What follows belongs to an exercise in optimizing a design on an open flow for small area; a production flow would make more cautious choices. In this exercise RTL edits were held to simulation tests only and were not proved equivalent to the original. Power figures rest on the tool's default switching activity, not on a simulated workload.

--- flow/flow/remap.abc ---
strash; ifraig; scorr; dc2; strash; &get -n; &synch2; &dch -f; &nf -a -R 1000; &put; mfs2; strash; &get -n; &dch -f; &nf -a -R 1000; &put; topo
--- flow/config.mk ---
export PLATFORM = sky130hd
export DESIGN_NAME = taxi_controller
export DESIGN_NICKNAME = taxi_controller
export VERILOG_FILES = /design/flow/design.v
export SDC_FILE = /design/flow/constraint.sdc
export NUM_CORES = 4
export LEC_CHECK = 0
export CAP_MARGIN = 20
export CORE_MARGIN = 2
export CORE_UTILIZATION = 55
export CTS_BUF_LIST = sky130_fd_sc_hd__clkbuf_4 sky130_fd_sc_hd__clkbuf_8
export SLEW_MARGIN = 20
--- flow/flow/dont_use.txt ---
sky130_fd_sc_hd__probe_p_8 sky130_fd_sc_hd__probec_p_8 sky130_fd_sc_hd__lpflow_bleeder_1 sky130_fd_sc_hd__lpflow_clkbufkapwr_1 sky130_fd_sc_hd__lpflow_clkbufkapwr_16 sky130_fd_sc_hd__lpflow_clkbufkapwr_2 sky130_fd_sc_hd__lpflow_clkbufkapwr_4 sky130_fd_sc_hd__lpflow_clkbufkapwr_8 sky130_fd_sc_hd__lpflow_clkinvkapwr_1 sky130_fd_sc_hd__lpflow_clkinvkapwr_16 sky130_fd_sc_hd__lpflow_clkinvkapwr_2 sky130_fd_sc_hd__lpflow_clkinvkapwr_4 sky130_fd_sc_hd__lpflow_clkinvkapwr_8 sky130_fd_sc_hd__lpflow_decapkapwr_12 sky130_fd_sc_hd__lpflow_decapkapwr_3 sky130_fd_sc_hd__lpflow_decapkapwr_4 sky130_fd_sc_hd__lpflow_decapkapwr_6 sky130_fd_sc_hd__lpflow_decapkapwr_8 sky130_fd_sc_hd__lpflow_inputiso0n_1 sky130_fd_sc_hd__lpflow_inputiso0p_1 sky130_fd_sc_hd__lpflow_inputiso1n_1 sky130_fd_sc_hd__lpflow_inputiso1p_1 sky130_fd_sc_hd__lpflow_inputisolatch_1 sky130_fd_sc_hd__lpflow_isobufsrc_1 sky130_fd_sc_hd__lpflow_isobufsrc_16 sky130_fd_sc_hd__lpflow_isobufsrc_2 sky130_fd_sc_hd__lpflow_isobufsrc_4 sky130_fd_sc_hd__lpflow_isobufsrc_8 sky130_fd_sc_hd__lpflow_isobufsrckapwr_16 sky130_fd_sc_hd__lpflow_lsbuf_lh_hl_isowell_tap_1 sky130_fd_sc_hd__lpflow_lsbuf_lh_hl_isowell_tap_2 sky130_fd_sc_hd__lpflow_lsbuf_lh_hl_isowell_tap_4 sky130_fd_sc_hd__lpflow_lsbuf_lh_isowell_4 sky130_fd_sc_hd__lpflow_lsbuf_lh_isowell_tap_1 sky130_fd_sc_hd__lpflow_lsbuf_lh_isowell_tap_2 sky130_fd_sc_hd__lpflow_lsbuf_lh_isowell_tap_4
--- flow/design.v ---
module taxi_controller(input clk,               
                       input rst_n,             
                       input key_1,             
                       input key_2,             
                       input key_3,             
                       input key_4,             
                       output wire [31:0] digit,
                       output wire [7:0] LED_G,
                       output wire [7:0] LED_Y,
                       output wire [7:0] LED_R);
    localparam [3:0] SP = 4'd10, SR = 4'd11, BL = 4'd12, SC = 4'd13, SE = 4'd14, SM = 4'd15;
    function [6:0] seg;
        input [3:0] s;
        case (s)
            4'd0: seg = 7'b0000001;
            4'd1: seg = 7'b1001111;
            4'd2: seg = 7'b0010010;
            4'd3: seg = 7'b0000110;
            4'd4: seg = 7'b1001100;
            4'd5: seg = 7'b0100100;
            4'd6: seg = 7'b0100000;
            4'd7: seg = 7'b0001111;
            4'd8: seg = 7'b0000000;
            4'd9: seg = 7'b0000100;
            SP:   seg = 7'b0011000;
            SR:   seg = 7'b0001000;
            SC:   seg = 7'b0110001;
            SE:   seg = 7'b0110000;
            SM:   seg = 7'b0001001;
            default: seg = 7'b1111111;    
        endcase
    endfunction
    reg occ, mv;
    always @(posedge clk or negedge rst_n)
        if (!rst_n) begin occ <= 1'b0; mv <= 1'b0; end
        else begin occ <= key_1; mv <= key_1 & key_2; end
    wire s_idle = !occ;
    wire s_move = mv;
    wire s_wait = occ & !mv;
    reg [2:0] b0, b1, h2;
    reg a0, a1, q2;
    wire b0_4 = b0[2];
    wire b1_4 = b1[2];
    wire r100 = b0_4 & !a0;
    wire f100 = b0_4 & a0;
    wire c1_9 = b1_4 & a1;
    wire t10  = f100 & b1_4 & !a1;
    wire blink = a1;
    wire s5   = t10 & !q2;
    wire g1   = f100 & c1_9 & !q2 & h2[2];
    always @(posedge clk or negedge rst_n)
        if (!rst_n) begin
            b0 <= 0; a0 <= 0; b1 <= 0; a1 <= 0; h2 <= 0; q2 <= 0;
        end else begin
            b0 <= b0_4 ? 3'd0 : b0 + 3'd1;
            if (b0_4) a0 <= !a0;
            if (f100) begin
                b1 <= b1_4 ? 3'd0 : b1 + 3'd1;
                if (b1_4) a1 <= !a1;
                if (c1_9) begin
                    q2 <= !q2;
                    h2 <= h2[2] ? 3'd0 : h2 + 3'd1;
                end
            end
        end
    reg [2:0] lc;
    always @(posedge clk or negedge rst_n)
        if (!rst_n) lc <= 0;
        else if (g1) lc <= s_move ? lc + 3'd1 : 3'd0;
    genvar gi;
    generate for (gi = 0; gi < 8; gi = gi + 1) begin : g_led
        assign LED_G[gi] = s_move & (lc == gi);
    end endgenerate
    reg [2:0] fc;    
    reg fo;          
    wire fc6 = fc[2] & fc[1];
    always @(posedge clk or negedge rst_n)
        if (!rst_n) begin fc <= 0; fo <= 0; end
        else if (t10) begin
            fo <= s_wait;
            if (s_idle) fc <= 0;
            else if (fo == s_wait) begin if (!fc6) fc <= fc + 3'd1; end
            else fc <= 3'd1;
        end
    assign LED_Y = {8{s_move & (fo | !fc6) & blink}};
    assign LED_R = {8{s_wait & (!fo | !fc6) & blink}};
    reg [2:0] db; reg da;       
    reg [8:0] u;                
    reg [9:0] ct;               
    reg lm;                     
    wire dc9 = da & db[2];
    wire charging = u[8] & u[5] & u[3] & u[2];
    wire ct599 = ct[9] & ct[6] & ct[4] & ct[2] & ct[1] & ct[0];
    always @(posedge clk or negedge rst_n)
        if (!rst_n) begin db <= 0; da <= 0; u <= 0; ct <= 0; lm <= 0; end
        else if (r100) begin
            lm <= s_move;
            if (s_idle) begin db <= 0; da <= 0; u <= 0; ct <= 0; end
            else if (s_move) begin
                db <= db[2] ? 3'd0 : db + 3'd1;
                if (db[2]) da <= !da;
                if (dc9 && !charging) u <= u + 9'd1;
            end else
                ct <= ct599 ? 10'd0 : ct + 10'd1;
        end
    wire step = lm & dc9;           
    wire tunit = !lm & ct599;       
    reg I;       
    reg G;       
    reg Kv;      
    reg [2:0] Rt3, Rt1; reg [3:0] Rt2, Rt0;
    reg [3:0] Rd3, Rd2, Rd1, Rd0;
    reg [3:0] Rp4, Rp3, Rp2; reg [4:0] Rj;
    reg [3:0] St0; reg St1; reg [1:0] Sd; reg [1:0] Sk; reg Stu;
    wire [2:0] Lt3 = G ? Rt3 : 3'd0;
    wire [3:0] Lt2 = G ? Rt2 : 4'd0;
    wire [2:0] Lt1 = G ? Rt1 : {2'b00, St1};
    wire [3:0] Lt0 = G ? Rt0 : St0;
    wire [3:0] Ld3 = G ? Rd3 : 4'd0;
    wire [3:0] Ld2 = G ? Rd2 : 4'd0;
    wire [3:0] Ld1 = G ? Rd1 : 4'd0;
    wire [3:0] Ld0 = G ? Rd0 : {2'b00, Sd};
    wire [3:0] Lp4 = G ? Rp4 : {3'b000, Stu};
    wire [3:0] Lp3f = G ? Rp3 : (Stu ? 4'd0 : 4'd9);           
    wire [3:0] Lp2 = G ? Rp2 : 4'd0;
    wire [4:0] Lj  = G ? Rj : {3'b000, Sk};
    wire active = !s_idle;
    wire t_max = (Lt0 == 9) & (Lt1 == 5) & (Lt2 == 9) & (Lt3 == 5);
    wire ti = s_wait & !t_max;
    wire tc0 = ti & (Lt0 == 9);
    wire tc1 = tc0 & (Lt1 == 5);
    wire tc2 = tc1 & (Lt2 == 9);
    wire [3:0] Nt0 = ti ? (tc0 ? 4'd0 : Lt0 + 4'd1) : Lt0;
    wire [2:0] Nt1 = tc0 ? (tc1 ? 3'd0 : Lt1 + 3'd1) : Lt1;
    wire [3:0] Nt2 = tc1 ? (tc2 ? 4'd0 : Lt2 + 4'd1) : Lt2;
    wire [2:0] Nt3 = tc2 ? Lt3 + 3'd1 : Lt3;
    wire d_max = (Ld0 == 9) & (Ld1 == 9) & (Ld2 == 9) & (Ld3 == 9);
    wire di = active & step & !d_max;
    wire dc0 = di & (Ld0 == 9);
    wire dc1 = dc0 & (Ld1 == 9);
    wire dc2 = dc1 & (Ld2 == 9);
    wire [3:0] Nd0 = di ? (dc0 ? 4'd0 : Ld0 + 4'd1) : Ld0;
    wire [3:0] Nd1 = dc0 ? (dc1 ? 4'd0 : Ld1 + 4'd1) : Ld1;
    wire [3:0] Nd2 = dc1 ? (dc2 ? 4'd0 : Ld2 + 4'd1) : Ld2;
    wire [3:0] Nd3 = dc2 ? Ld3 + 4'd1 : Ld3;
    wire du = active & step & charging;
    wire jc = du & (Lj[1:0] == 2'b00) & (Lj[4:2] != 3'b000);    
    wire [4:0] Nj = du ? ((Lj == 5'd24) ? 5'd0 : Lj + 5'd1) : Lj;
    wire pc2 = jc & (Lp2 == 9);
    wire [3:0] Np2a = jc ? (pc2 ? 4'd0 : Lp2 + 4'd1) : Lp2;
    wire pi3 = (active & tunit) | pc2;
    wire pc3 = pi3 & (Lp3f == 9);
    wire [3:0] Np3a = pi3 ? (pc3 ? 4'd0 : Lp3f + 4'd1) : Lp3f;
    wire psat = pc3 & (Lp4 == 9);
    wire [3:0] Np4 = psat ? 4'd9 : (pc3 ? Lp4 + 4'd1 : Lp4);
    wire [3:0] Np3 = psat ? 4'd9 : Np3a;
    wire [3:0] Np2 = psat ? 4'd9 : Np2a;
    wire R_en = f100 & (active ? (G | s5) : (!I & !G));
    always @(posedge clk or negedge rst_n)
        if (!rst_n) begin
            I <= 1'b1; G <= 1'b0; Kv <= 1'b0;
        end else if (f100) begin
            I <= s_idle;
            G <= active & (G | s5);
            if (s_idle & !I) Kv <= 1'b1;
        end
    always @(posedge clk)
        if (f100) begin
            if (R_en) begin
                Rt3 <= Nt3; Rt2 <= Nt2; Rt1 <= Nt1; Rt0 <= Nt0;
                Rd3 <= Nd3; Rd2 <= Nd2; Rd1 <= Nd1; Rd0 <= Nd0;
                Rp4 <= Np4; Rp3 <= Np3; Rp2 <= Np2; Rj <= Nj;
            end
        end
    always @(posedge clk or negedge rst_n)
        if (!rst_n) begin
            St0 <= 0; St1 <= 0; Sd <= 0; Sk <= 0; Stu <= 0;
        end else if (f100) begin
            if (active) begin
                St0 <= Nt0; St1 <= Nt1[0]; Sd <= Nd0[1:0]; Sk <= Nj[1:0]; Stu <= Np4[0];
            end else begin
                St0 <= 0; St1 <= 0; Sd <= 0; Sk <= 0; Stu <= 0;
            end
        end
    reg [5:0] cnt;
    reg [3:0] ds3, ds2, ds1, ds0;    
    reg dp2, dp1;                    
    reg [1:0] op;                    
    reg [1:0] vt;                    
    reg [3:0] lt;                    
    always @(*) begin
        op = 2'd0; vt = 2'd0; lt = BL;
        case (cnt)
            6'd1: begin op = 1; lt = SP; end
            6'd2: begin op = 1; lt = SR; end
            6'd3: begin op = 1; lt = 4'd1; end
            6'd4: begin op = 1; lt = SC; end
            6'd5: begin op = 1; lt = SE; end
            6'd6, 6'd7, 6'd8: op = 1;
            6'd23: begin op = 1; lt = 4'd7; end
            6'd24: begin op = 1; lt = 4'd1; end
            6'd25: begin op = 1; lt = SM; end
            6'd26: begin op = 1; lt = SE; end
            6'd27, 6'd28, 6'd29: op = 1;
            6'd41: begin op = 1; lt = 4'd0; end
            6'd42: begin op = 1; lt = 4'd1; end
            6'd43: begin op = 1; lt = 4'd5; end
            6'd44: begin op = 1; lt = 4'd7; end
            6'd45, 6'd46, 6'd47: op = 1;
            6'd11, 6'd12, 6'd13, 6'd17, 6'd18, 6'd19: begin op = 2; vt = 1; end
            6'd31, 6'd32, 6'd33, 6'd37, 6'd38, 6'd39: begin op = 2; vt = 2; end
            6'd49, 6'd50, 6'd51, 6'd55, 6'd56, 6'd57: begin op = 2; vt = 3; end
            default: ;
        endcase
    end
    always @(posedge clk or negedge rst_n)
        if (!rst_n) begin
            cnt <= 0; ds3 <= BL; ds2 <= BL; ds1 <= BL; ds0 <= BL; dp2 <= 1; dp1 <= 1;
        end else if (s5) begin
            if (active) cnt <= 0;
            else begin
                if (cnt != 6'd58) cnt <= cnt + 6'd1;
                if (op == 2'd1) begin
                    ds3 <= (cnt == 6'd44) ? 4'd5 : ds2; ds2 <= ds1; ds1 <= ds0; ds0 <= lt;
                    dp2 <= 1; dp1 <= 1;
                end else begin       
                    ds3 <= ls3; ds2 <= ls2; ds1 <= ls1; ds0 <= ls0; dp2 <= lp2; dp1 <= lp1;
                end
            end
        end
    wire useR = s_idle ? Kv : G;
    wire sh = !s_idle & !G;
    wire [2:0] Dt3 = useR ? Rt3 : 3'd0;
    wire [3:0] Dt2 = useR ? Rt2 : 4'd0;
    wire [2:0] Dt1 = useR ? Rt1 : {2'b00, sh & St1};
    wire [3:0] Dt0 = useR ? Rt0 : (sh ? St0 : 4'd0);
    wire [3:0] Dd3 = useR ? Rd3 : 4'd0;
    wire [3:0] Dd2 = useR ? Rd2 : 4'd0;
    wire [3:0] Dd1 = useR ? Rd1 : 4'd0;
    wire [3:0] Dd0 = useR ? Rd0 : {2'b00, sh ? Sd : 2'b00};
    wire [3:0] Dp4 = useR ? Rp4 : {3'b000, sh & Stu};
    wire [3:0] Dp3 = useR ? Rp3 : ((sh & !Stu & !I) ? 4'd9 : 4'd0);
    wire [3:0] Dp2 = useR ? Rp2 : 4'd0;
    wire [1:0] src = s_idle ? vt : {key_4, key_3};
    reg [3:0] ls3, ls2, ls1, ls0;
    reg lp2, lp1;
    always @(*) begin
        case (src)
            2'b01: begin ls3 = BL; ls2 = Dp4; ls1 = Dp3; ls0 = Dp2; lp2 = 1; lp1 = 0; end
            2'b10: begin ls3 = {1'b0, Dt3}; ls2 = Dt2; ls1 = {1'b0, Dt1}; ls0 = Dt0; lp2 = 0; lp1 = 1; end
            2'b11: begin ls3 = Dd3; ls2 = Dd2; ls1 = Dd1; ls0 = Dd0; lp2 = 0; lp1 = 1; end
            default: begin ls3 = BL; ls2 = BL; ls1 = BL; ls0 = BL; lp2 = 1; lp1 = 1; end
        endcase
    end
    wire [3:0] y3 = s_idle ? ds3 : ls3;
    wire [3:0] y2 = s_idle ? ds2 : ls2;
    wire [3:0] y1 = s_idle ? ds1 : ls1;
    wire [3:0] y0 = s_idle ? ds0 : ls0;
    assign digit = {seg(y3), 1'b1,
                    seg(y2), s_idle ? dp2 : lp2,
                    seg(y1), s_idle ? dp1 : lp1,
                    seg(y0), 1'b1};
endmodule
--- flow/standard.sh ---
#!/bin/bash
# synth_recipe.tcl (not shown) runs the flow's synth.tcl, then flattens the netlist and writes it again
# the make line also repeats each setting of config.mk as NAME=value (left out here)
make -C /OpenROAD-flow-scripts/flow DESIGN_CONFIG=/design/flow/config.mk WORK_HOME=/design/flow/orfs CLKGATE_MAP_FILE= SYNTH_SCRIPT=/design/flow/synth_recipe.tcl "${@:-finish}"
--- flow/constraint.sdc ---
create_clock -name core_clock -period 10.0 [get_ports {clk}]
set_input_delay 2.0000 -clock core_clock [delete_from_list [all_inputs] [get_ports {clk}]]
set_output_delay 2.0000 -clock core_clock [all_outputs]
set_load 0.01 [all_outputs]
--- flow/flow/run.sh ---
#!/bin/bash
# Own layout flow: the standard synthesis, then an area-oriented re-mapping
# of the combinational logic between the registers (the registers, their names
# and cell types are left exactly as the standard synthesis made them), then
# the standard layout steps. Each tool's output goes to a log_*.txt here.
set -euo pipefail
W=$PWD
F=$W/flow
R=$W/orfs/results/$FLOW_PLATFORM/taxi_controller/base
LIB=$FLOW_HOME/platforms/$FLOW_PLATFORM/lib/sky130_fd_sc_hd__tt_025C_1v80.lib

# 1. standard synthesis
bash standard.sh synth > $W/log_1_synth_standard.txt 2>&1
cp $R/1_2_yosys.v $W/netlist_standard.v

# 2. re-map the combinational logic for area; ABC checks the result (cec)
DU=""
for c in $(cat $F/dont_use.txt); do DU="$DU -dont_use $c"; done
{ echo -n "write_blif $W/pre_remap.blif; "; tr '\n' ' ' < $F/remap.abc; echo "; cec $W/pre_remap.blif"; } > $W/remap_run.abc
yosys -l $W/log_2_remap.txt -p "
read_liberty -ignore_miss_func $LIB
read_verilog $W/netlist_standard.v
hierarchy -top $FLOW_TOP
blackbox sky130_fd_sc_hd__df* sky130_fd_sc_hd__edf* sky130_fd_sc_hd__sdf* sky130_fd_sc_hd__dl* sky130_fd_sc_hd__conb_1
flatten
opt -purge
abc -liberty $LIB $DU -script $W/remap_run.abc
opt_clean -purge
hilomap -singleton -hicell sky130_fd_sc_hd__conb_1 HI -locell sky130_fd_sc_hd__conb_1 LO
splitnets
opt_clean -purge
rename -enumerate -pattern remap_%
select -assert-none t:\$_*
write_verilog -noattr -nohex -nodec $W/netlist_remap.v
tee -o $W/remap_stat.txt stat -liberty $LIB
" > /dev/null 2>&1 || true
if grep -q "Networks are equivalent" $W/log_2_remap.txt && [ -s $W/netlist_remap.v ]; then
    cp $W/netlist_remap.v $R/1_2_yosys.v
    echo "remapped netlist used" > $W/remap_used.txt
else
    echo "remap failed: standard netlist kept" > $W/remap_used.txt
fi

# 3. rebuild the synthesis database from the netlist, then the standard layout
bash standard.sh synth > $W/log_1_synth_odb.txt 2>&1
bash standard.sh "BUFFER_PORTS_ARGS=-buffer_cell sky130_fd_sc_hd__buf_1" finish > $W/log_3_layout.txt 2>&1
==> reports/metrics.csv, run 1 <==
metric;value;unit
Num CTS Buffers;17;
CTS Sinks;129;
antenna violations before repair;0;
routability cong.;0.869;
Crit Path Class;input port to output port;
Place WS;3140;ps
drt pass-1 iters;5;
initial DRC count;605;
DR vias/cell;6.12;
area growth from synthesis to layout;12.6;%
Total Nets Final;923;
Vias;6773;
internal power;0.816;mW
# Max-Cap Violations;0;
Critical Path AT;4960;ps
final hold slack;464;ps
final worst slack;3040;ps
fmax;144;MHz
filler cell count;1158;
Max-Slew Margin vs Limit;38.8;%
placed cell count;1074;
Placed Instance Area;0.00779;sq mm
Worst-Skew Late Latency;450;ps
CP required;8000;ps
Critical Path Fanout Max;21;
clock network fraction of design power;40.8;%
Final Max Slew Viols;0;
Die W;119;um
Row Count;42;
Post-Synthesis Cell Area;0.00728;sq mm
Hold Path Class;flip-flop to flip-flop;
CP max stage delay;390;ps
gr usage total;27.0;%
Leakage;3.10;nW
crit-path cells;buf_1 > nand2b_1 > a21boi_2 > buf_4 > and2_0 > a21oi_1 > o22a_1 > nand2_1 > o21ai_0 > and2_0 > a21oi_1 > nor2_1 > a21o_1 > buf_1;
number of global-route vias before repair;6307;
fin crit share;69.6;%
CP Launch Type;input port;
TritonCTS clock tree;yes;
synthesized instance count;831;
Logic pwr share;9.3;%
CTS H-Tree Depth;4;
DP HPWL;13100;um
Worst-Margin Slew;918;ps
CTS root buf;clkbuf_8;
Flop pwr share;49.9;%
port buffer count;59;
Mean Syn Cell Area;8.76;sq um
Final Skew;10.4;ps
clk slew on worst S/H paths;80;ps
starting density of the core;55.6;%
post-layout instance area;0.00819;sq mm
# IOs;62;
Worst VDD drop;0.0902;mV
final antenna-violating net count;0;
crit path max-delay cell type;and2_0;
Final Hold Viols;0;
Bufs on Longest Clock Path;2;
fin crit period;6960;ps
post-CTS setup buffers;0;
DRC viols;0;
largest net degree at the start of global routing;72;
Total Wirelength;18600;um
ratio of cells with drive above 1 in the final layout;5.81;%
Hold Buf Count CTS;0;
status;finished clean;
total gr overflow;0;
# diodes;0;
# resized after CTS;0;
Die Height;119;um
YS warnings;1;
first-pass GRT wire length;30400;um
fraction of power spent switching nets;26.7;%
Die ar.;0.0142;sq mm
Sw Pwr;0.297;mW
CORE AREA;0.0131;sq mm
Final setup viols;0;
Finished Layout Cells;1106;
setup TNS;0;ps
RSZ-0062 raised after global routing;false;
WL/cell;16.8;um
Worst Setup End Kind;output port;
power per cell area;136;mW/mm^2
-- worst max-delay path: cells and delay by family --
kind,cells,cell delay [ps]
buffers and inverters,3,620
and+or+nand+nor,5,990
AOI/OAI and AO/OA,6,1340
-- power by group through the flow --
stage	combinational, mW	sequential, mW	clock, mW
2_1_floorplan	0.0650	0.568	0
3_3_place_gp	0.0998	0.566	0
3_5_place_dp	0.103	0.566	0
4_1_cts	0.103	0.555	0.462
5_1_grt	0.115	0.556	0.490
6_report	0.104	0.555	0.454
-- per-stage QoR --
stage	power, mW	utilization, %
final	1.11	62.6
after global routing	1.16	62.6
after CTS	1.12	62.6
after detailed placement	0.669	59.6
after global placement	0.666	59.6
after floorplan	0.633	-
-- cells in the final DEF (no fill, tap or decap), drive strengths merged, types with 3 or more instances in the layout --
cell    count
nor2      110
a21o        6
xor2       13
a22o       12
clkbuf     20
mux2        3
nor2b       8
a221oi      3
nand2b     10
inv         7
nor3       30
edfxtp     47
nor4        7
o31ai      10
a22oi       7
nand3      21
o21ai      85
a31oi      16
and3       21
o22a        5
o22ai      11
nand4       6
dfrtp      71
nand2     114
or2         5
buf        65
clkinv     21
a211oi      8
a31o        3
mux2i      13
xnor2      13
o21a        6
and2       18
dfstp      11
a21oi      89
-- final cells by class --
| type | instances | area [sq um] | area share (%) |
|---|---|---|---|
| repair buffers | 66 | 278 | 3.39 |
| clock buffers | 19 | 249 | 3.04 |
| flip-flops and latches | 129 | 3480 | 42.5 |
| clock inverters | 13 | 149 | 1.82 |
| multi-input cells | 684 | 3750 | 45.7 |
| well taps | 176 | 220 | 2.69 |
| inverters | 19 | 71.3 | 0.870 |
-- worst paths after layout --
kind / cells past startpoint / from / slack, ps / endpoint
setup / recovery: 14 / key_3 / 3040 / digit[20]
hold / removal: 1 / u[7]$_DFFE_PN0P_ / 460 / u[7]$_DFFE_PN0P_
setup reg to reg: 12 / occ$_DFF_PN0_ / 6340 / Rp3[3]$_SDFFCE_PP1P_
hold reg to reg: 1 / u[7]$_DFFE_PN0P_ / 460 / u[7]$_DFFE_PN0P_
max in group asynchronous: 2 / rst_n / 7410 / occ$_DFF_PN0_
min in group asynchronous: 1 / rst_n / 1400 / u[4]$_DFFE_PN0P_
-- registers in the layout, indices dropped and copies added (netlist names), 4 cells and up --
signal,cells
Rd2,4
Rt2,4
Rd1,4
ds1,4
u,9
ct,10
ds3,4
Rp3,4
Rt0,4
Rd0,4
St0,4
Rp4,4
Rj,5
Rd3,4
ds0,4
cnt,6
ds2,4
Rp2,4
-- metal layers --
metal / vias to the layer above / GRT usage, % / part of all wire (%)
met1: 3285 / 33.8 / 44
met4: 0 / 11.4 / 2.6
li1: 3259 / - / -
met5: - / 0 / 0
met2: 196 / 45.8 / 49
met3: 33 / 5.22 / 4.1
==> run 2: changes to the inputs <==
--- a/flow/config.mk
+++ b/flow/config.mk
@@ -8,5 +8,5 @@
 export CAP_MARGIN = 20
 export CORE_MARGIN = 2
 export CORE_UTILIZATION = 55
-export CTS_BUF_LIST = sky130_fd_sc_hd__clkbuf_4 sky130_fd_sc_hd__clkbuf_8
+export CTS_BUF_LIST = sky130_fd_sc_hd__clkbuf_8
 export SLEW_MARGIN = 20
==> run 2 against run 1 <==
- wire length increased by 0.26%
- combinational power about the same
- worst setup slack improved by 6.5 ps
==> reports/metrics.csv, run 2 <==
metric;value;unit;change
Worst Min Path Start;u[7]$_DFFE_PN0P_;;
Mean Syn Cell Area;8.76;sq um;unchanged
Critical Path Fanout Max;21;;unchanged
first-pass GRT wire length;30500;um;about the same
initial DRC count;613;;+1.3%
Final Max Slew Viols;0;;unchanged
Hold Buf Count CTS;0;;unchanged
CTS H-Tree Depth;4;;unchanged
largest net degree at the start of global routing;72;;unchanged
CTS root buf;clkbuf_8;;
Total Wirelength;18600;um;+0.26%
synthesized instance count;831;;unchanged
Total Nets Final;923;;unchanged
fin crit share;69.5;%;about the same
# Max-Cap Violations;0;;unchanged
WP depth;14;;unchanged
Hold Path Class;flip-flop to flip-flop;;
# diodes;0;;unchanged
total gr overflow;0;;unchanged
WL/cell;16.8;um;+0.26%
# resized after CTS;0;;unchanged
Die W;119;um;unchanged
crit path max-delay cell type;and2_0;;
Largest Register;ct;;
port buffer count;59;;unchanged
Die Height;119;um;unchanged
Final setup viols;0;;unchanged
Final Hold Viols;0;;unchanged
most frequent cells in the layout;nand2_1, nor2_1, a21oi_1, o21ai_0, dfrtp_1;;
r2r startpoint;occ$_DFF_PN0_;;
Setup crit start;key_3;;
fin crit period;6950;ps;-6.48 ps
Final Skew;11.0;ps;+0.602 ps
CP max stage delay;380;ps;about the same
Row Count;42;;unchanged
Crit Path Class;input port to output port;;
CORE AREA;0.0131;sq mm;unchanged
CTS Sinks;129;;unchanged
RSZ-0062 raised after global routing;false;;
Critical Path AT;4950;ps;about the same
crit-path cells;buf_1 > nand2b_1 > a21boi_2 > buf_4 > and2_0 > a21oi_1 > o22a_1 > nand2_1 > o21ai_0 > and2_0 > a21oi_1 > nor2_1 > a21o_1 > buf_1;;
delay-heaviest family, CP;compound AO/OA/AOI/OAI gates;;
Worst Setup End Kind;output port;;
Worst-Margin Slew;915;ps;-2.66 ps
post-layout instance area;0.00819;sq mm;about the same
DR vias/cell;6.11;;-0.21%
drt pass-1 iters;5;;unchanged
setup TNS;0;ps;unchanged
TritonCTS clock tree;yes;;
clk slew on worst S/H paths;80;ps;about the same
power per cell area;135;mW/mm^2;-0.50%
most common cell after layout, fill and taps aside;nand2_1;;
WP buf/inv;3;;unchanged
Worst VDD drop;0.0910;mV;+0.83%
final antenna-violating net count;0;;unchanged
# IOs;62;;unchanged
reg2reg path depth;12;;unchanged
DRC viols;0;;unchanged
Die ar.;0.0142;sq mm;unchanged
Placed Instance Area;0.00779;sq mm;unchanged
post-CTS setup buffers;0;;unchanged
placed cell count;1074;;unchanged
Num CTS Buffers;17;;unchanged
number of global-route vias before repair;6304;;-0.048%
antenna violations before repair;0;;unchanged
Worst-Skew Late Latency;440;ps;about the same
ratio of cells with drive above 1 in the final layout;5.59;%;-0.22 points
DP HPWL;13100;um;unchanged
status;finished clean;;
routability cong.;0.869;;unchanged
starting density of the core;55.6;%;unchanged
max reg flops;10;;unchanged
Max-Slew Margin vs Limit;39.0;%;+0.18 points
fmax;144;MHz;about the same
area growth from synthesis to layout;12.5;%;about the same
gr usage total;27.0;%;about the same
hold path cells;1;;unchanged
Finished Layout Cells;1106;;unchanged
Post-Synthesis Cell Area;0.00728;sq mm;unchanged
Vias;6759;;-0.21%
Bufs on Longest Clock Path;2;;unchanged
Leakage;3.10;nW;about the same
CP Launch Type;input port;;
CP required;8000;ps;about the same
biggest registers after layout;ct: 10 flops, u: 9 flops, cnt: 6 flops;;
YS warnings;1;;unchanged
-- run 2: worst register-to-register path, delay by kind of cell, from the launching register on --
kind            cells  cell delay, ps
compound gates      3             470
xor+xnor            1             130
buf+inv             2             630
flops               1             360
simple gates        6            1810
-- run 2: final cells by class --
type | count | area (sq um)
clock buffers | 17 | 234
well taps | 176 | 220
clock inverters | 15 | 156
multi-input cells | 684 | 3750
flip-flops and latches | 129 | 3480
fillers | 1161 | 4900
inverters | 19 | 71.3
repair buffers | 66 | 278
-- run 2: final timing paths --
kind                       slack (ps)              endpoint
max                              3050             digit[20]
min                               470      u[7]$_DFFE_PN0P_
max reg2reg                      6340  Rp3[3]$_SDFFCE_PP1P_
min reg2reg                       470      u[7]$_DFFE_PN0P_
max in group asynchronous        7410         occ$_DFF_PN0_
min in group asynchronous        1400      u[4]$_DFFE_PN0P_
-- run 2: power by group --
part,switching (mW),internal [mW]
sequential,0.00321,0.552
combinational,0.0714,0.0325
clock,0.223,0.224
-- run 2: per-layer routing --
metal | up-vias | GRT usage [%] | wire (um)
li1 | 3257 | - | -
met1 | 3277 | 34.0 | 8240
met2 | 196 | 45.7 | 9130
met3 | 29 | 5.22 | 778
met4 | 0 | 11.4 | 472
met5 | - | 0 | 0
-- run 2: per-stage QoR --
| step | setup slack, ps | hold WS (ps) | total power [mW] | util (%) |
|---|---|---|---|---|
| floorplan | 2350 | 434 | 0.633 | - |
| global placement | 3290 | 450 | 0.666 | 59.6 |
| detailed placement | 3140 | 458 | 0.669 | 59.6 |
| CTS | 3120 | 469 | 1.11 | 62.6 |
| global route | 2710 | 489 | 1.15 | 62.6 |
| finish | 3050 | 465 | 1.11 | 62.6 |
==> run 3: changes to the inputs <==
==> flow/flow/run.sh (replaced) <==
#!/bin/bash
# Own layout flow: the standard synthesis, then an area-oriented re-mapping
# of the combinational logic between the registers (the registers, their names
# and cell types are left exactly as the standard synthesis made them), then
# the standard layout steps. Each tool's output goes to a log_*.txt here.
set -euo pipefail
W=$PWD
F=$W/flow
R=$W/orfs/results/$FLOW_PLATFORM/taxi_controller/base
LIB=$FLOW_HOME/platforms/$FLOW_PLATFORM/lib/sky130_fd_sc_hd__tt_025C_1v80.lib

# 1. standard synthesis
bash standard.sh synth > $W/log_1_synth_standard.txt 2>&1
cp $R/1_2_yosys.v $W/netlist_standard.v

# 2. re-map the combinational logic for area with each ABC script in remap.abc
#    (one per line); ABC proves each result equivalent (cec); keep the smallest.
DU=""
for c in $(cat $F/dont_use.txt); do DU="$DU -dont_use $c"; done
remap() {
    local i=$1 scr=$2
    { echo -n "write_blif $W/pre_remap_$i.blif; "; echo -n "$scr"; echo "; cec $W/pre_remap_$i.blif"; } > $W/remap_run_$i.abc
    yosys -l $W/log_2_remap_$i.txt -p "
read_liberty -ignore_miss_func $LIB
read_verilog $W/netlist_standard.v
hierarchy -top $FLOW_TOP
blackbox sky130_fd_sc_hd__df* sky130_fd_sc_hd__edf* sky130_fd_sc_hd__sdf* sky130_fd_sc_hd__dl* sky130_fd_sc_hd__conb_1
flatten
opt -purge
abc -liberty $LIB $DU -script $W/remap_run_$i.abc
opt_clean -purge
hilomap -singleton -hicell sky130_fd_sc_hd__conb_1 HI -locell sky130_fd_sc_hd__conb_1 LO
splitnets
opt_clean -purge
rename -enumerate -pattern remap_%
select -assert-none t:\$_* t:\$lut t:\$sop
write_verilog -noattr -nohex -nodec $W/netlist_remap_$i.v
tee -o $W/remap_stat_$i.txt stat -liberty $LIB
" > /dev/null 2>&1 || true
}
i=0
while IFS= read -r scr; do
    [ -z "$scr" ] && continue
    i=$((i+1)); remap $i "$scr" &
done < $F/remap.abc
wait
best=""; besta=""
for s in $W/remap_stat_*.txt; do
    i=${s##*_}; i=${i%.txt}
    grep -q "Networks are equivalent" $W/log_2_remap_$i.txt || continue
    [ -s $W/netlist_remap_$i.v ] || continue
    a=$(grep "Chip area" $s | awk '{print $NF}')
    if [ -z "$besta" ] || awk "BEGIN{exit !($a < $besta)}"; then best=$i; besta=$a; fi
done
if [ -n "$best" ]; then
    cp $W/netlist_remap_$best.v $R/1_2_yosys.v
    echo "remapped netlist $best used, area $besta" > $W/remap_used.txt
else
    echo "remap failed: standard netlist kept" > $W/remap_used.txt
fi

# 3. rebuild the synthesis database from the netlist, then the standard layout
bash standard.sh synth > $W/log_1_synth_odb.txt 2>&1
bash standard.sh "BUFFER_PORTS_ARGS=-buffer_cell sky130_fd_sc_hd__buf_1" "CTS_ARGS=-sink_clustering_enable -repair_clock_nets -dont_use_dummy_load -buf_list $(cat $F/cts_bufs.txt)" finish > $W/log_3_layout.txt 2>&1
==> flow/flow/cts_bufs.txt (new file) <==
sky130_fd_sc_hd__clkbuf_8
==> flow/flow/remap.abc (replaced) <==
strash; ifraig; scorr; dc2; strash; &get -n; &synch2; &dch -f; &nf -a -R 1000; &put; mfs2; strash; &get -n; &dch -f; &nf -a -R 1000; &put; topo
strash; &get -n; &deepsyn -S 1 -T 25; &put; strash; &get -n; &dch -f; &nf -a -R 1000; &put; topo
strash; &get -n; &deepsyn -S 2 -T 25; &put; strash; &get -n; &dch -f; &nf -a -R 1000; &put; topo
strash; &get -n; &deepsyn -S 3 -T 25; &put; strash; &get -n; &dch -f; &nf -a -R 1000; &put; topo
--- a/flow/config.mk
+++ b/flow/config.mk
@@ -8,5 +8,4 @@
 export CAP_MARGIN = 20
 export CORE_MARGIN = 2
 export CORE_UTILIZATION = 55
-export CTS_BUF_LIST = sky130_fd_sc_hd__clkbuf_8
 export SLEW_MARGIN = 20
==> run 3 against run 2 <==
- still clean on timing, DRC and antenna
- combinational power increased by 5%
- area after synthesis decreased by 3.2%
- flip-flop and latch count unchanged
- final cell count decreased by 6.1%
- register-to-register slack improved by 190 ps
- clock power decreased by 29%
- critical path depth decreased by 1
- worst setup slack improved by 90 ps
- critical path type unchanged
- largest cell class unchanged
- highest routed layer unchanged
==> reports/metrics.csv, run 3 <==
metric;value;unit;change
# resized after CTS;0;;unchanged
setup TNS;0;ps;unchanged
Hold Buf Count CTS;0;;unchanged
placed cell count;1022;;-4.8%
Pwr Total;0.986;mW;-11%
ratio of cells with drive above 1 in the final layout;4.27;%;-1.3 points
Num CTS Buffers;17;;unchanged
CTS H-Tree Depth;4;;unchanged
Worst Setup EP;digit[22];;
Critical Path Fanout Max;10;;-52%
CP Launch Type;input port;;
Post-Synthesis Cell Area;0.00704;sq mm;-3.2%
Critical Path AT;4860;ps;-90 ps
Max-Slew Margin vs Limit;44.0;%;+5.0 points
filler cell count;1153;;-0.69%
DRC viols;0;;unchanged
starting density of the core;56.0;%;+0.41 points
power per cell area;127;mW/mm^2;-6.2%
fmax;146;MHz;+1.3%
TritonCTS clock tree;yes;;
Final Max Slew Viols;0;;unchanged
Final setup viols;0;;unchanged
fin crit share;68.6;%;-0.90 points
CORE AREA;0.0126;sq mm;-3.9%
max reg flops;10;;unchanged
Hold Path Class;flip-flop to flip-flop;;
Placed Instance Area;0.00753;sq mm;-3.4%
RSZ-0062 raised after global routing;false;;
Flop pwr share;56.6;%;+6.4 points
final worst slack;3140;ps;+90.1 ps
Bufs on Longest Clock Path;2;;unchanged
CP max stage delay;390;ps;about the same
cell repeated most along the worst path;a21oi_1;;
routability cong.;0.956;;+10%
DP HPWL;13000;um;-0.30%
Mean Syn Cell Area;8.97;sq um;+2.4%
clock network fraction of design power;32.3;%;-8.1 points
Place WS;2880;ps;-261 ps
gr usage total;27.7;%;+0.64 points
CTS Sinks;129;;unchanged
internal power;0.737;mW;-8.8%
Vias;6415;;-5.1%
Largest Register;ct;;
Crit Path Class;input port to output port;;
Total Wirelength;18100;um;-2.8%
Sw Pwr;0.249;mW;-16%
Total Nets Final;875;;-5.2%
DR vias/cell;6.17;;+1.0%
fin crit period;6860;ps;-90.1 ps
Finished Layout Cells;1039;;-6.1%
crit path max-delay cell type;a21oi_1;;
most common cell after layout, fill and taps aside;nor2_1;;
Final Skew;24.1;ps;+13.1 ps
crit-path cells;buf_1 > clkinv_1 > a21oi_1 > nor2_1 > a221o_1 > a21oi_1 > nand2_1 > o21ai_0 > nand2b_1 > o21ai_0 > nand3b_1 > a21oi_1 > buf_1;;
FF-to-FF End;Stu$_DFFE_PN0P_;;
Worst-Margin Slew;832;ps;-83.5 ps
WL/cell;17.4;um;+3.5%
Final Hold Viols;0;;unchanged
multi-input logic area;0.00351;sq mm;-6.3%
# IOs;62;;unchanged
area growth from synthesis to layout;10.4;%;
reg2reg path depth;9;;-3
post-CTS setup buffers;0;;unchanged
Row Count;41;;-2.4%
Die Height;117;um;-1.6%
post-layout instance area;0.00777;sq mm;-5.0%
first-pass GRT wire length;29200;um;-4.1%
flop2flop setup slack;6530;ps;+190 ps
largest net degree at the start of global routing;83;;+15%
# Max-Cap Violations;0;;unchanged
synthesized instance count;785;;-5.5%
YS warnings;1;;unchanged
# diodes;0;;unchanged
Sequential Area;0.00348;sq mm;unchanged
Worst-Skew Late Latency;450;ps;about the same
CTS root buf;clkbuf_8;;
most frequent cells in the layout;nor2_1, a21oi_1, nand2_1, dfrtp_1, o21ai_0;;
Logic pwr share;11.0;%;+1.6 points
biggest registers after layout;ct: 10 flops, u: 9 flops, cnt: 6 flops;;
Leakage;2.98;nW;-3.8%
antenna violations before repair;0;;unchanged
CP required;8000;ps;about the same
clk slew on worst S/H paths;70;ps;about the same
status;finished clean;;
r2r startpoint;G$_DFFE_PN0P_;;
port buffer count;59;;unchanged
Die W;117;um;-1.6%
number of global-route vias before repair;5946;;-5.7%
Die ar.;0.0137;sq mm;-3.1%
drt pass-1 iters;8;;+3
fraction of power spent switching nets;25.3;%;-1.7 points
Worst VDD drop;0.113;mV;+24%
Worst Setup End Kind;output port;;
initial DRC count;505;;-18%
Setup crit start;key_3;;
total gr overflow;0;;unchanged
final antenna-violating net count;0;;unchanged
[run 3: power groups by stage]
stage / combinational (mW) / sequential (mW) / clock (mW)
2_1_floorplan: 0.0682 / 0.571 / 0
3_3_place_gp: 0.104 / 0.569 / 0
3_5_place_dp: 0.108 / 0.569 / 0
4_1_cts: 0.108 / 0.559 / 0.328
5_1_grt: 0.123 / 0.559 / 0.348
6_report: 0.109 / 0.559 / 0.319
[run 3: final cells by class]
| cell class | instances | share of cell area [%] |
|---|---|---|
| well taps | 172 | 2.77 |
| inverters | 19 | 0.917 |
| clock buffers | 17 | 3.01 |
| repair buffers | 64 | 3.43 |
| multi-input cells | 638 | 45.1 |
| flip-flops and latches | 129 | 44.7 |
[run 3: stage by stage]
step,util (%),hold WS [ps]
floorplan,-,433
global placement,59.9,450
detailed placement,59.9,456
CTS,61.8,466
global route,61.9,493
finish,61.9,461
[run 3: critical path, delay by kind of cell]
kind | cells | cell delay, ps
AO/OA/AOI/OAI | 6 | 1640
buffers and inverters | 3 | 610
AND/OR/NAND/NOR | 4 | 590
[run 3: worst min-delay path by stage]
stage / start / endpoint / slack (ps) / cells after the start
floorplan: h2[1]$_DFFE_PN0P_ / h2[1]$_DFFE_PN0P_ / 430 / 1
global route: ct[8]$_DFFE_PN0P_ / ct[8]$_DFFE_PN0P_ / 490 / 1
global placement: b0[1]$_DFF_PN0_ / b0[1]$_DFF_PN0_ / 450 / 1
detailed placement: h2[1]$_DFFE_PN0P_ / h2[1]$_DFFE_PN0P_ / 460 / 1
finish: h2[1]$_DFFE_PN0P_ / h2[1]$_DFFE_PN0P_ / 460 / 1
CTS: h2[1]$_DFFE_PN0P_ / h2[1]$_DFFE_PN0P_ / 470 / 1
[run 3: metal layers]
layer	wire [um]	share of wire (%)	GRT usage [%]	vias to the layer above
li1	-	-	-	3065
met4	388	2.1	10.0	0
met2	8870	49	47.1	218
met1	7770	43	35.0	3099
met3	1070	5.9	5.72	33
met5	0	0	0	-
==> run 4: changes to the inputs <==
==> flow/flow/cts_bufs.txt (replaced) <==
sky130_fd_sc_hd__clkbuf_4
--- a/flow/config.mk
+++ b/flow/config.mk
@@ -5,7 +5,7 @@
 export SDC_FILE = /design/flow/constraint.sdc
 export NUM_CORES = 4
 export LEC_CHECK = 0
-export CAP_MARGIN = 20
+export CAP_MARGIN = 0
 export CORE_MARGIN = 2
-export CORE_UTILIZATION = 55
-export SLEW_MARGIN = 20
+export CORE_UTILIZATION = 70
+export SLEW_MARGIN = 0
==> run 4 against run 3 <==
- non-clock buffer count grew 2
- first-iteration DRC count grew 48%
- final cell count shrank 3.6%
- largest cell class unchanged
- synthesized cell count is the same
- area after synthesis is the same
- die area shrank 21%
- clock-buffer cell count is the same
- worst setup slack lost 230 ps
- wire length grew 0.51%
- sequential power is essentially flat
- critical path type unchanged
==> reports/metrics.csv, run 4 <==
metric;value;unit;change
starting density of the core;72.0;%;+16 points
Vias;6584;;+2.6%
CP required;8000;ps;about the same
ratio of cells with drive above 1 in the final layout;4.37;%;+0.11 points
Bufs on Longest Clock Path;2;;unchanged
post-layout instance area;0.00763;sq mm;-1.9%
fin crit share;71.0;%;+2.3 points
flop2flop setup slack;6020;ps;-510 ps
Row Count;36;;-12%
CTS Sinks;129;;unchanged
Worst VDD drop;0.128;mV;+13%
fmax;141;MHz;-3.3%
Crit Path Class;input port to output port;;
Worst Setup End Kind;output port;;
status;finished clean;;
CP Launch Type;input port;;
synthesized instance count;785;;unchanged
Hold Buf Count CTS;0;;unchanged
r2r startpoint;occ$_DFF_PN0_;;
final antenna-violating net count;0;;unchanged
Die Height;104;um;-11%
DR vias/cell;6.57;;+6.4%
antenna violations before repair;0;;unchanged
Critical Path Fanout Max;10;;unchanged
CTS H-Tree Depth;4;;unchanged
most frequent cells in the layout;nor2_1, a21oi_1, nand2_1, dfrtp_1, o21ai_0;;
area growth from synthesis to layout;8.30;%;
reg2reg path depth;12;;+3
Worst Setup EP;digit[22];;
clk slew on worst S/H paths;110;ps;+40 ps
Die W;104;um;-11%
drt pass-1 iters;8;;unchanged
RSZ-0062 raised after global routing;false;;
fin crit period;7100;ps;+235 ps
TritonCTS clock tree;yes;;
# IOs;62;;unchanged
Total Nets Final;877;;+0.23%
total gr overflow;0;;unchanged
first-pass GRT wire length;29500;um;+0.83%
Total Wirelength;18200;um;+0.51%
Placed Instance Area;0.00750;sq mm;-0.45%
FF-to-FF End;Stu$_DFFE_PN0P_;;
Setup crit start;key_3;;
largest net degree at the start of global routing;64;;-23%
# Max-Cap Violations;0;;unchanged
CORE AREA;0.00977;sq mm;-22%
port buffer count;59;;unchanged
number of global-route vias before repair;6043;;+1.6%
Leakage;2.94;nW;-1.2%
Final Max Slew Viols;0;;unchanged
Worst-Skew Late Latency;560;ps;+110 ps
Final setup viols;0;;unchanged
most common cell after layout, fill and taps aside;nor2_1;;
WL/cell;18.2;um;+4.2%
Pwr Total;0.909;mW;-7.8%
post-CTS setup buffers;0;;unchanged
routability cong.;1.04;;+8.8%
biggest registers after layout;ct: 10 flops, u: 9 flops, cnt: 6 flops;;
Post-Synthesis Cell Area;0.00704;sq mm;unchanged
# resized after CTS;0;;unchanged
YS warnings;1;;unchanged
post-layout util;78.0;%;+16 points
gr usage total;34.3;%;+6.6 points
Final Skew;45.5;ps;+21.5 ps
Mean Syn Cell Area;8.97;sq um;unchanged
DP HPWL;13100;um;+0.91%
setup TNS;0;ps;unchanged
DRC viols;0;;unchanged
Hold Path Class;flip-flop to flip-flop;;
Largest Register;ct;;
power per cell area;119;mW/mm^2;-6.0%
CTS root buf;clkbuf_4;;
Max-Slew Margin vs Limit;42.5;%;-1.5 points
initial DRC count;746;;+48%
Die ar.;0.0109;sq mm;-21%
Final Hold Viols;0;;unchanged
Worst-Margin Slew;854;ps;+22.2 ps
# diodes;0;;unchanged
Critical Path AT;5100;ps;+240 ps
max reg flops;10;;unchanged
Num CTS Buffers;17;;unchanged
## run 4: worst min-delay path by stage
stage	end	slack, ps	from	cells past startpoint
floorplan	h2[1]$_DFFE_PN0P_	430	h2[1]$_DFFE_PN0P_	1
global placement	h2[1]$_DFFE_PN0P_	450	h2[1]$_DFFE_PN0P_	1
detailed placement	ct[8]$_DFFE_PN0P_	460	ct[8]$_DFFE_PN0P_	1
CTS	ct[8]$_DFFE_PN0P_	480	ct[8]$_DFFE_PN0P_	1
global route	ds3[3]$_DFFE_PN1P_	500	ds3[3]$_DFFE_PN1P_	2
finish	b0[1]$_DFF_PN0_	480	b0[1]$_DFF_PN0_	1
## run 4: layer usage
layer	share of wire (%)	track usage, %	up-vias
li1	-	-	3086
met1	41	43.9	3108
met2	49	56.8	340
met3	7.5	7.89	50
met4	2.4	13.3	0
met5	0	0	-
## run 4: report_power, final
part | total [mW] | switching, mW | internal, mW
clock | 0.242 | 0.164 | 0.0774
combinational | 0.110 | 0.0758 | 0.0343
sequential | 0.557 | 0.00414 | 0.553
total | 0.909 | 0.244 | 0.665
## run 4: area by class of cell
cell class | count | area (sq um)
clock buffers | 17 | 128
fillers | 673 | 2150
inverters | 19 | 71.3
multi-input cells | 638 | 3500
flip-flops and latches | 129 | 3480
well taps | 133 | 166
repair buffers | 66 | 278
## run 4: critical path, cell delays in order
cell and delay [ps]:
buf_1 280, clkinv_1 160, a21o_1 250, nor3_1 690
buf_4 260, a21oi_1 90, nand2_1 80, o21ai_0 300
or3_1 470, o21ai_0 120, nand3b_1 170, a21oi_1 70
buf_1 160
## run 4: metrics by stage
| stage | worst slack (ps) | hold WS, ps | instances |
|---|---|---|---|
| global placement | 3130 | 448 | 985 |
| CTS | 2990 | 475 | 1002 |
| floorplan | 3520 | 433 | 786 |
| detailed placement | 2990 | 460 | 985 |
| global route | 2610 | 503 | 1002 |
| finish | 2900 | 477 | 1002 |
==> run 5: changes to the inputs <==
--- a/flow/design.v
+++ b/flow/design.v
@@ -30,6 +30,22 @@
             default: seg = 7'b1111111;    
         endcase
     endfunction
+    function [3:0] inc10;            
+        input [3:0] d;
+        inc10 = {d[3] ? !d[0] : (d[2] & d[1] & d[0]), d[2] ^ (d[1] & d[0]), (d[1] ^ d[0]) & !d[3], !d[0]};
+    endfunction
+    function [2:0] inc6;             
+        input [2:0] t;
+        inc6 = {t[2] ? !t[0] : (t[1] & t[0]), (t[1] ^ t[0]) & !t[2], !t[0]};
+    endfunction
+    function [2:0] inc5;             
+        input [2:0] b;
+        inc5 = {b[1] & b[0], b[1] ^ b[0], !b[0] & !b[2]};
+    endfunction
+    function is9;                    
+        input [3:0] d;
+        is9 = d[3] & d[0];
+    endfunction
     reg occ, mv;
     always @(posedge clk or negedge rst_n)
         if (!rst_n) begin occ <= 1'b0; mv <= 1'b0; end
@@ -52,14 +68,14 @@
         if (!rst_n) begin
             b0 <= 0; a0 <= 0; b1 <= 0; a1 <= 0; h2 <= 0; q2 <= 0;
         end else begin
-            b0 <= b0_4 ? 3'd0 : b0 + 3'd1;
+            b0 <= inc5(b0);
             if (b0_4) a0 <= !a0;
             if (f100) begin
-                b1 <= b1_4 ? 3'd0 : b1 + 3'd1;
+                b1 <= inc5(b1);
                 if (b1_4) a1 <= !a1;
                 if (c1_9) begin
                     q2 <= !q2;
-                    h2 <= h2[2] ? 3'd0 : h2 + 3'd1;
+                    h2 <= inc5(h2);
                 end
             end
         end
@@ -97,7 +113,7 @@
             lm <= s_move;
             if (s_idle) begin db <= 0; da <= 0; u <= 0; ct <= 0; end
             else if (s_move) begin
-                db <= db[2] ? 3'd0 : db + 3'd1;
+                db <= inc5(db);
                 if (db[2]) da <= !da;
                 if (dc9 && !charging) u <= u + 9'd1;
             end else
@@ -125,34 +141,34 @@
     wire [3:0] Lp2 = G ? Rp2 : 4'd0;
     wire [4:0] Lj  = G ? Rj : {3'b000, Sk};
     wire active = !s_idle;
-    wire t_max = (Lt0 == 9) & (Lt1 == 5) & (Lt2 == 9) & (Lt3 == 5);
+    wire t_max = is9(Lt0) & Lt1[2] & Lt1[0] & is9(Lt2) & Lt3[2] & Lt3[0];
     wire ti = s_wait & !t_max;
-    wire tc0 = ti & (Lt0 == 9);
-    wire tc1 = tc0 & (Lt1 == 5);
-    wire tc2 = tc1 & (Lt2 == 9);
-    wire [3:0] Nt0 = ti ? (tc0 ? 4'd0 : Lt0 + 4'd1) : Lt0;
-    wire [2:0] Nt1 = tc0 ? (tc1 ? 3'd0 : Lt1 + 3'd1) : Lt1;
-    wire [3:0] Nt2 = tc1 ? (tc2 ? 4'd0 : Lt2 + 4'd1) : Lt2;
-    wire [2:0] Nt3 = tc2 ? Lt3 + 3'd1 : Lt3;
-    wire d_max = (Ld0 == 9) & (Ld1 == 9) & (Ld2 == 9) & (Ld3 == 9);
+    wire tc0 = ti & is9(Lt0);
+    wire tc1 = tc0 & Lt1[2] & Lt1[0];
+    wire tc2 = tc1 & is9(Lt2);
+    wire [3:0] Nt0 = ti ? inc10(Lt0) : Lt0;
+    wire [2:0] Nt1 = tc0 ? inc6(Lt1) : Lt1;
+    wire [3:0] Nt2 = tc1 ? inc10(Lt2) : Lt2;
+    wire [2:0] Nt3 = tc2 ? inc6(Lt3) : Lt3;
+    wire d_max = is9(Ld0) & is9(Ld1) & is9(Ld2) & is9(Ld3);
     wire di = active & step & !d_max;
-    wire dc0 = di & (Ld0 == 9);
-    wire dc1 = dc0 & (Ld1 == 9);
-    wire dc2 = dc1 & (Ld2 == 9);
-    wire [3:0] Nd0 = di ? (dc0 ? 4'd0 : Ld0 + 4'd1) : Ld0;
-    wire [3:0] Nd1 = dc0 ? (dc1 ? 4'd0 : Ld1 + 4'd1) : Ld1;
-    wire [3:0] Nd2 = dc1 ? (dc2 ? 4'd0 : Ld2 + 4'd1) : Ld2;
-    wire [3:0] Nd3 = dc2 ? Ld3 + 4'd1 : Ld3;
+    wire dc0 = di & is9(Ld0);
+    wire dc1 = dc0 & is9(Ld1);
+    wire dc2 = dc1 & is9(Ld2);
+    wire [3:0] Nd0 = di ? inc10(Ld0) : Ld0;
+    wire [3:0] Nd1 = dc0 ? inc10(Ld1) : Ld1;
+    wire [3:0] Nd2 = dc1 ? inc10(Ld2) : Ld2;
+    wire [3:0] Nd3 = dc2 ? inc10(Ld3) : Ld3;
     wire du = active & step & charging;
     wire jc = du & (Lj[1:0] == 2'b00) & (Lj[4:2] != 3'b000);    
-    wire [4:0] Nj = du ? ((Lj == 5'd24) ? 5'd0 : Lj + 5'd1) : Lj;
-    wire pc2 = jc & (Lp2 == 9);
-    wire [3:0] Np2a = jc ? (pc2 ? 4'd0 : Lp2 + 4'd1) : Lp2;
+    wire [4:0] Nj = du ? ((Lj[4] & Lj[3]) ? 5'd0 : Lj + 5'd1) : Lj;
+    wire pc2 = jc & is9(Lp2);
+    wire [3:0] Np2a = jc ? inc10(Lp2) : Lp2;
     wire pi3 = (active & tunit) | pc2;
-    wire pc3 = pi3 & (Lp3f == 9);
-    wire [3:0] Np3a = pi3 ? (pc3 ? 4'd0 : Lp3f + 4'd1) : Lp3f;
-    wire psat = pc3 & (Lp4 == 9);
-    wire [3:0] Np4 = psat ? 4'd9 : (pc3 ? Lp4 + 4'd1 : Lp4);
+    wire pc3 = pi3 & is9(Lp3f);
+    wire [3:0] Np3a = pi3 ? inc10(Lp3f) : Lp3f;
+    wire psat = pc3 & is9(Lp4);
+    wire [3:0] Np4 = psat ? 4'd9 : (pc3 ? inc10(Lp4) : Lp4);
     wire [3:0] Np3 = psat ? 4'd9 : Np3a;
     wire [3:0] Np2 = psat ? 4'd9 : Np2a;
     wire R_en = f100 & (active ? (G | s5) : (!I & !G));
@@ -219,7 +235,7 @@
         end else if (s5) begin
             if (active) cnt <= 0;
             else begin
-                if (cnt != 6'd58) cnt <= cnt + 6'd1;
+                if (!(cnt[5] & cnt[4] & cnt[3] & cnt[1])) cnt <= cnt + 6'd1;    
                 if (op == 2'd1) begin
                     ds3 <= (cnt == 6'd44) ? 4'd5 : ds2; ds2 <= ds1; ds1 <= ds0; ds0 <= lt;
                     dp2 <= 1; dp1 <= 1;
--- a/flow/flow/run.sh
+++ b/flow/flow/run.sh
@@ -42,6 +42,7 @@
 while IFS= read -r scr; do
     [ -z "$scr" ] && continue
     i=$((i+1)); remap $i "$scr" &
+    while [ $(jobs -rp | wc -l) -ge ${NUM_CORES:-4} ]; do wait -n || true; done
 done < $F/remap.abc
 wait
 best=""; besta=""
--- a/flow/flow/remap.abc
+++ b/flow/flow/remap.abc
@@ -2,3 +2,7 @@
 strash; &get -n; &deepsyn -S 1 -T 25; &put; strash; &get -n; &dch -f; &nf -a -R 1000; &put; topo
 strash; &get -n; &deepsyn -S 2 -T 25; &put; strash; &get -n; &dch -f; &nf -a -R 1000; &put; topo
 strash; &get -n; &deepsyn -S 3 -T 25; &put; strash; &get -n; &dch -f; &nf -a -R 1000; &put; topo
+strash; &get -n; &deepsyn -S 4 -T 25; &put; strash; &get -n; &dch -f; &nf -a -R 1000; &put; topo
+strash; &get -n; &deepsyn -S 5 -T 25; &put; strash; &get -n; &dch -f; &nf -a -R 1000; &put; topo
+strash; &get -n; &deepsyn -S 6 -T 25; &put; strash; &get -n; &dch -f; &nf -a -R 1000; &put; topo
+strash; &get -n; &deepsyn -S 7 -T 25; &put; strash; &get -n; &dch -f; &nf -a -R 1000; &put; topo
==> run 5 against run 4 <==
- area after synthesis decreased by 2.3%
- highest routed layer unchanged
- critical endpoint is now digit[2]
- global-route usage increased by 2.0 points
- largest cell class is now sequential cells
- still clean on timing, DRC and antenna
- fmax increased by 1.6%
- cell area decreased by 2.1%
==> reports/metrics.csv, run 5 <==
metric;value;unit;change
Post-Synthesis Cell Area;0.00688;sq mm;-2.3%
Max-Slew Margin vs Limit;24.8;%;-18 points
RSZ-0062 raised after global routing;false;;
total gr overflow;0;;unchanged
max reg flops;10;;unchanged
DRC viols;0;;unchanged
Final Hold Viols;0;;unchanged
crit-path cells;nand2_1 > nand2_1 > o31ai_1 > a211o_1 > o31ai_1 > nor2_1 > a22oi_1 > a21oi_1 > a31oi_1 > nand2_1 > o21ai_0 > nor2_1 > nand3b_1 > o22ai_1 > a21oi_1 > o22ai_1 > buf_1;;
Total Nets Final;840;;-4.2%
fin crit period;6980;ps;-111 ps
Worst Setup End Kind;output port;;
power per cell area;119;mW/mm^2;-0.53%
starting density of the core;71.4;%;-0.65 points
Largest Register;ct;;
routability cong.;0.982;;-5.6%
Die Height;103;um;-1.1%
Bufs on Longest Clock Path;2;;unchanged
most common cell after layout, fill and taps aside;nor2_1;;
drt pass-1 iters;7;;-1
Mean Syn Cell Area;9.19;sq um;+2.4%
CTS root buf;clkbuf_4;;
setup TNS;0;ps;unchanged
Place WS;3300;ps;+311 ps
Total Wirelength;18500;um;+1.7%
filler cell count;697;;+3.6%
Sequential Area;0.00348;sq mm;about the same
cell repeated most along the worst path;nand2_1;;
biggest registers after layout;ct: 10 flops, u: 9 flops, cnt: 6 flops;;
CP required;8000;ps;about the same
most frequent cells in the layout;nor2_1, nand2_1, dfrtp_1, a21oi_1;;
first-pass GRT wire length;29100;um;-1.3%
CTS Sinks;129;;unchanged
Worst-Skew Late Latency;520;ps;-40 ps
status;finished clean;;
multi-input logic area;0.00335;sq mm;-4.4%
Leakage;2.88;nW;-2.2%
largest net degree at the start of global routing;83;;+30%
Placed Instance Area;0.00734;sq mm;-2.1%
Vias;6404;;-2.7%
initial DRC count;739;;-0.94%
Worst-Margin Slew;1130;ps;+274 ps
# resized after CTS;0;;unchanged
post-layout instance area;0.00747;sq mm;-2.1%
Num CTS Buffers;17;;unchanged
gr usage total;36.3;%;+2.0 points
synthesized instance count;749;;-4.6%
fmax;143;MHz;+1.6%
clk slew on worst S/H paths;90;ps;-20 ps
final worst slack;3020;ps;+111 ps
Hold Path Class;flip-flop to flip-flop;;
antenna violations before repair;0;;unchanged
WL/cell;19.2;um;+5.6%
# Max-Cap Violations;0;;unchanged
Die ar.;0.0106;sq mm;-2.2%
crit path max-delay cell type;o31ai_1;;
port buffer count;59;;unchanged
Die W;103;um;-1.1%
DR vias/cell;6.64;;+1.0%
Row Count;36;;unchanged
Critical Path Fanout Max;8;;-2
DP HPWL;13300;um;+1.4%
Final Max Slew Viols;0;;unchanged
Crit Path Class;flip-flop to output port;;
CP Launch Type;flip-flop;;
ratio of cells with drive above 1 in the final layout;4.33;%;-0.046 points
TritonCTS clock tree;yes;;
Hold Buf Count CTS;0;;unchanged
fin crit share;69.8;%;-1.1 points
Critical Path AT;4980;ps;-120 ps
# IOs;62;;unchanged
post-CTS setup buffers;0;;unchanged
area growth from synthesis to layout;8.53;%;
Worst VDD drop;0.143;mV;+12%
Final Skew;43.8;ps;-1.73 ps
YS warnings;1;;unchanged
# diodes;0;;unchanged
Final setup viols;0;;unchanged
number of global-route vias before repair;5827;;-3.6%
CP max stage delay;850;ps;+160 ps
CORE AREA;0.00964;sq mm;-1.4%
CTS H-Tree Depth;4;;unchanged
final antenna-violating net count;0;;unchanged
run 5: critical path: cells and delay by family, from the launching register on:
family / cells / cell delay, ps
and+or+nand+nor: 6 / 1130
buffers and inverters: 1 / 170
AOI/OAI and AO/OA: 10 / 2690
DFF: 1 / 490
run 5: path summary, 6_finish.rpt:
check	cells after the start	to	slack, ps	from
setup reg to reg	10	Rp3[2]$_SDFFCE_PP0P_	5170	G$_DFFE_PN0P_
setup / recovery	17	digit[2]	3020	cnt[0]$_DFFE_PN0P_
max in group asynchronous	1	ds2[0]$_DFFE_PN0P_	7540	rst_n
hold reg to reg	1	b0[0]$_DFF_PN0_	460	b0[0]$_DFF_PN0_
min in group asynchronous	1	fo$_DFFE_PN0P_	1720	rst_n
hold / removal	1	b0[0]$_DFF_PN0_	460	b0[0]$_DFF_PN0_
run 5: final cells by class:
cell class | count | area share (%)
clock buffers | 17 | 1.71
inverters | 20 | 1.01
multi-input cells | 601 | 44.9
flip-flops and latches | 129 | 46.6
well taps | 133 | 2.23
repair buffers | 65 | 3.62
run 5: through the flow:
stage | power, mW | hold slack (ps) | utilization [%] | instances
after floorplan | 0.628 | 412 | - | 750
after global placement | 0.659 | 425 | 76.2 | 948
after detailed placement | 0.664 | 443 | 76.2 | 948
after CTS | 0.889 | 453 | 77.5 | 965
after global routing | 0.926 | 486 | 77.5 | 965
final | 0.886 | 456 | 77.5 | 965
run 5: power by group:
part,internal (mW),switching (mW)
logic,0.0295,0.0691
registers,0.553,0.00344
clock network,0.0776,0.153
run 5: per-layer routing:
layer | part of all wire, % | GRT usage [%] | vias up | wire length (um)
li1 | - | - | 2968 | -
met1 | 40 | 48.9 | 3058 | 7400
met2 | 49 | 57.4 | 342 | 9070
met3 | 9.0 | 9.42 | 36 | 1670
met4 | 2.0 | 13.2 | 0 | 371
met5 | 0 | 0 | - | 0
==> run 6: changes to the inputs <==
--- a/flow/config.mk
+++ b/flow/config.mk
@@ -8,4 +8,5 @@
 export CAP_MARGIN = 0
 export CORE_MARGIN = 2
 export CORE_UTILIZATION = 70
+export GPL_TIMING_DRIVEN = 0
 export SLEW_MARGIN = 0
==> run 6 against run 5 <==
- still clean on timing, DRC and antenna
- cell area is essentially flat
- clock skew fell by 5.1 ps
- final cell count is 0.41% lower
- power up 0.43%
- non-clock buffer count decreased by 4
- wire length fell by 10%
- synthesized cell count is the same
- sequential share of layout area grew 0.065 points
- fmax down 2.3%
- clock power increased by 2%
- sequential power about the same
- largest power group unchanged
- highest routed layer unchanged
==> reports/metrics.csv, run 6 <==
metric;value;unit;change
setup TNS;0;ps;unchanged
number of global-route vias before repair;5562;;-4.5%
CTS root buf;clkbuf_4;;
# IOs;62;;unchanged
Critical Path Fanout Max;8;;unchanged
antenna violations before repair;0;;unchanged
post-layout instance area;0.00746;sq mm;about the same
Post-Synthesis Cell Area;0.00688;sq mm;unchanged
status;finished clean;;
Worst Setup End Kind;output port;;
Die ar.;0.0106;sq mm;unchanged
RSZ-0062 raised after global routing;false;;
initial DRC count;527;;-29%
DP HPWL;12000;um;-10%
CTS H-Tree Depth;4;;unchanged
Die Height;103;um;unchanged
cell repeated most along the worst path;nand2_1;;
post-layout util;77.4;%;about the same
Max-Slew Margin vs Limit;14.2;%;-11 points
Mean Syn Cell Area;9.19;sq um;unchanged
most common cell after layout, fill and taps aside;nor2_1;;
Largest Register;ct;;
CP max stage delay;1000;ps;+150 ps
YS warnings;1;;unchanged
Total Nets Final;836;;-0.48%
Placed Instance Area;0.00733;sq mm;about the same
Hold Buf Count CTS;0;;unchanged
Bufs on Longest Clock Path;2;;unchanged
Crit Path Class;flip-flop to output port;;
DRC viols;0;;unchanged
max reg flops;10;;unchanged
area growth from synthesis to layout;8.45;%;about the same
synthesized instance count;749;;unchanged
met3 wire len;1260;um;-25%
wire length on met2;8370;um;-7.7%
CP Launch Type;flip-flop;;
gr usage total;32.5;%;-3.7 points
fin crit period;7150;ps;+164 ps
Final setup viols;0;;unchanged
Num CTS Buffers;17;;unchanged
routability cong.;0.914;;-6.9%
Worst VDD drop;0.123;mV;-14%
power per cell area;119;mW/mm^2;+0.50%
Hold Path Class;flip-flop to flip-flop;;
Pwr Total;0.889;mW;+0.43%
most frequent cells in the layout;nor2_1, nand2_1, dfrtp_1, a21oi_1;;
wire length on met1;6670;um;-9.9%
port buffer count;59;;unchanged
first-pass GRT wire length;26800;um;-8.0%
ratio of cells with drive above 1 in the final layout;4.11;%;-0.22 points
Final Skew;38.8;ps;-5.06 ps
Final Max Slew Viols;0;;unchanged
final antenna-violating net count;0;;unchanged
Die W;103;um;unchanged
Leakage;2.86;nW;-0.52%
Place WS;2950;ps;-350 ps
CP required;8000;ps;about the same
fmax;140;MHz;-2.3%
DR vias/cell;6.57;;-0.98%
post-CTS setup buffers;0;;unchanged
Vias;6315;;-1.4%
# resized after CTS;0;;unchanged
# diodes;0;;unchanged
Worst-Skew Late Latency;510;ps;about the same
CTS Sinks;129;;unchanged
Final Hold Viols;0;;unchanged
drt pass-1 iters;5;;-2
Critical Path AT;5150;ps;+170 ps
final hold slack;453;ps;-2.18 ps
largest net degree at the start of global routing;49;;-41%
CORE AREA;0.00964;sq mm;unchanged
Top Metal Used;met4;;
clk slew on worst S/H paths;110;ps;+20 ps
Worst-Margin Slew;1280;ps;+155 ps
Total Wirelength;16700;um;-10%
crit-path cells;nand2_1 > nand2_1 > o31ai_1 > a211o_1 > o31ai_1 > nor2_1 > a22oi_1 > a21oi_1 > a31oi_1 > nand2_1 > o21ai_0 > nor2_1 > nand3b_1 > o22ai_1 > a21oi_1 > o22ai_1 > buf_1;;
TritonCTS clock tree;yes;;
placed cell count;944;;-0.42%
fin crit share;71.5;%;+1.6 points
crit path max-delay cell type;o31ai_1;;
biggest registers after layout;ct: 10 flops, u: 9 flops, cnt: 6 flops;;
Row Count;36;;unchanged
starting density of the core;71.4;%;unchanged
WL/cell;17.3;um;-9.6%
final worst slack;2850;ps;-164 ps
Finished Layout Cells;961;;-0.41%
total gr overflow;0;;unchanged
# Max-Cap Violations;0;;unchanged
==> run 6: power by group <==
part	internal, mW	switching (mW)
Clock	0.0778	0.157
Combinational	0.0302	0.0661
Sequential	0.553	0.00588
Total	0.661	0.229
==> run 6: area by class of cell <==
type / count / area (sq um)
clock buffer: 17 / 128
inverter: 20 / 75.1
sequential: 129 / 3480
multi-input combinational: 601 / 3350
fill: 711 / 2180
tap: 133 / 166
timing repair buffer: 61 / 263
==> run 6: final timing paths <==
path | from | endpoint | slack (ps) | cells after the start
setup / recovery | cnt[0]$_DFFE_PN0P_ | digit[2] | 2850 | 17
hold / removal | b0[0]$_DFF_PN0_ | b0[0]$_DFF_PN0_ | 450 | 1
setup reg to reg | G$_DFFE_PN0P_ | Rp4[2]$_SDFFCE_PP0P_ | 5190 | 9
hold reg to reg | b0[0]$_DFF_PN0_ | b0[0]$_DFF_PN0_ | 450 | 1
max in group asynchronous | rst_n | ds3[3]$_DFFE_PN1P_ | 7560 | 2
min in group asynchronous | rst_n | fc[2]$_DFFE_PN0P_ | 1620 | 1
==> run 6: per-layer routing <==
| layer | global-route usage (%) | vias up |
|---|---|---|
| met4 | 10.6 | 0 |
| met2 | 53.2 | 300 |
| met5 | 0 | - |
| met3 | 6.58 | 33 |
| li1 | - | 2949 |
| met1 | 44.1 | 3033 |
==> run 6: worst max-delay path: cells and delay by family, from the launching register on <==
kind	cells	cell delay (ps)
AOI/OAI and AO/OA	10	2830
buffers and inverters	1	170
DFF	1	480
and+or+nand+nor	6	1160

Check on run 6: ideal ports give 2.852 ns setup slack; a clkbuf_16 on the clock port and buf_2 on the inputs give 2.820 ns; moving port delays by the midpoint clock arrival (0.518 ns) as well gives 2.941 ns.
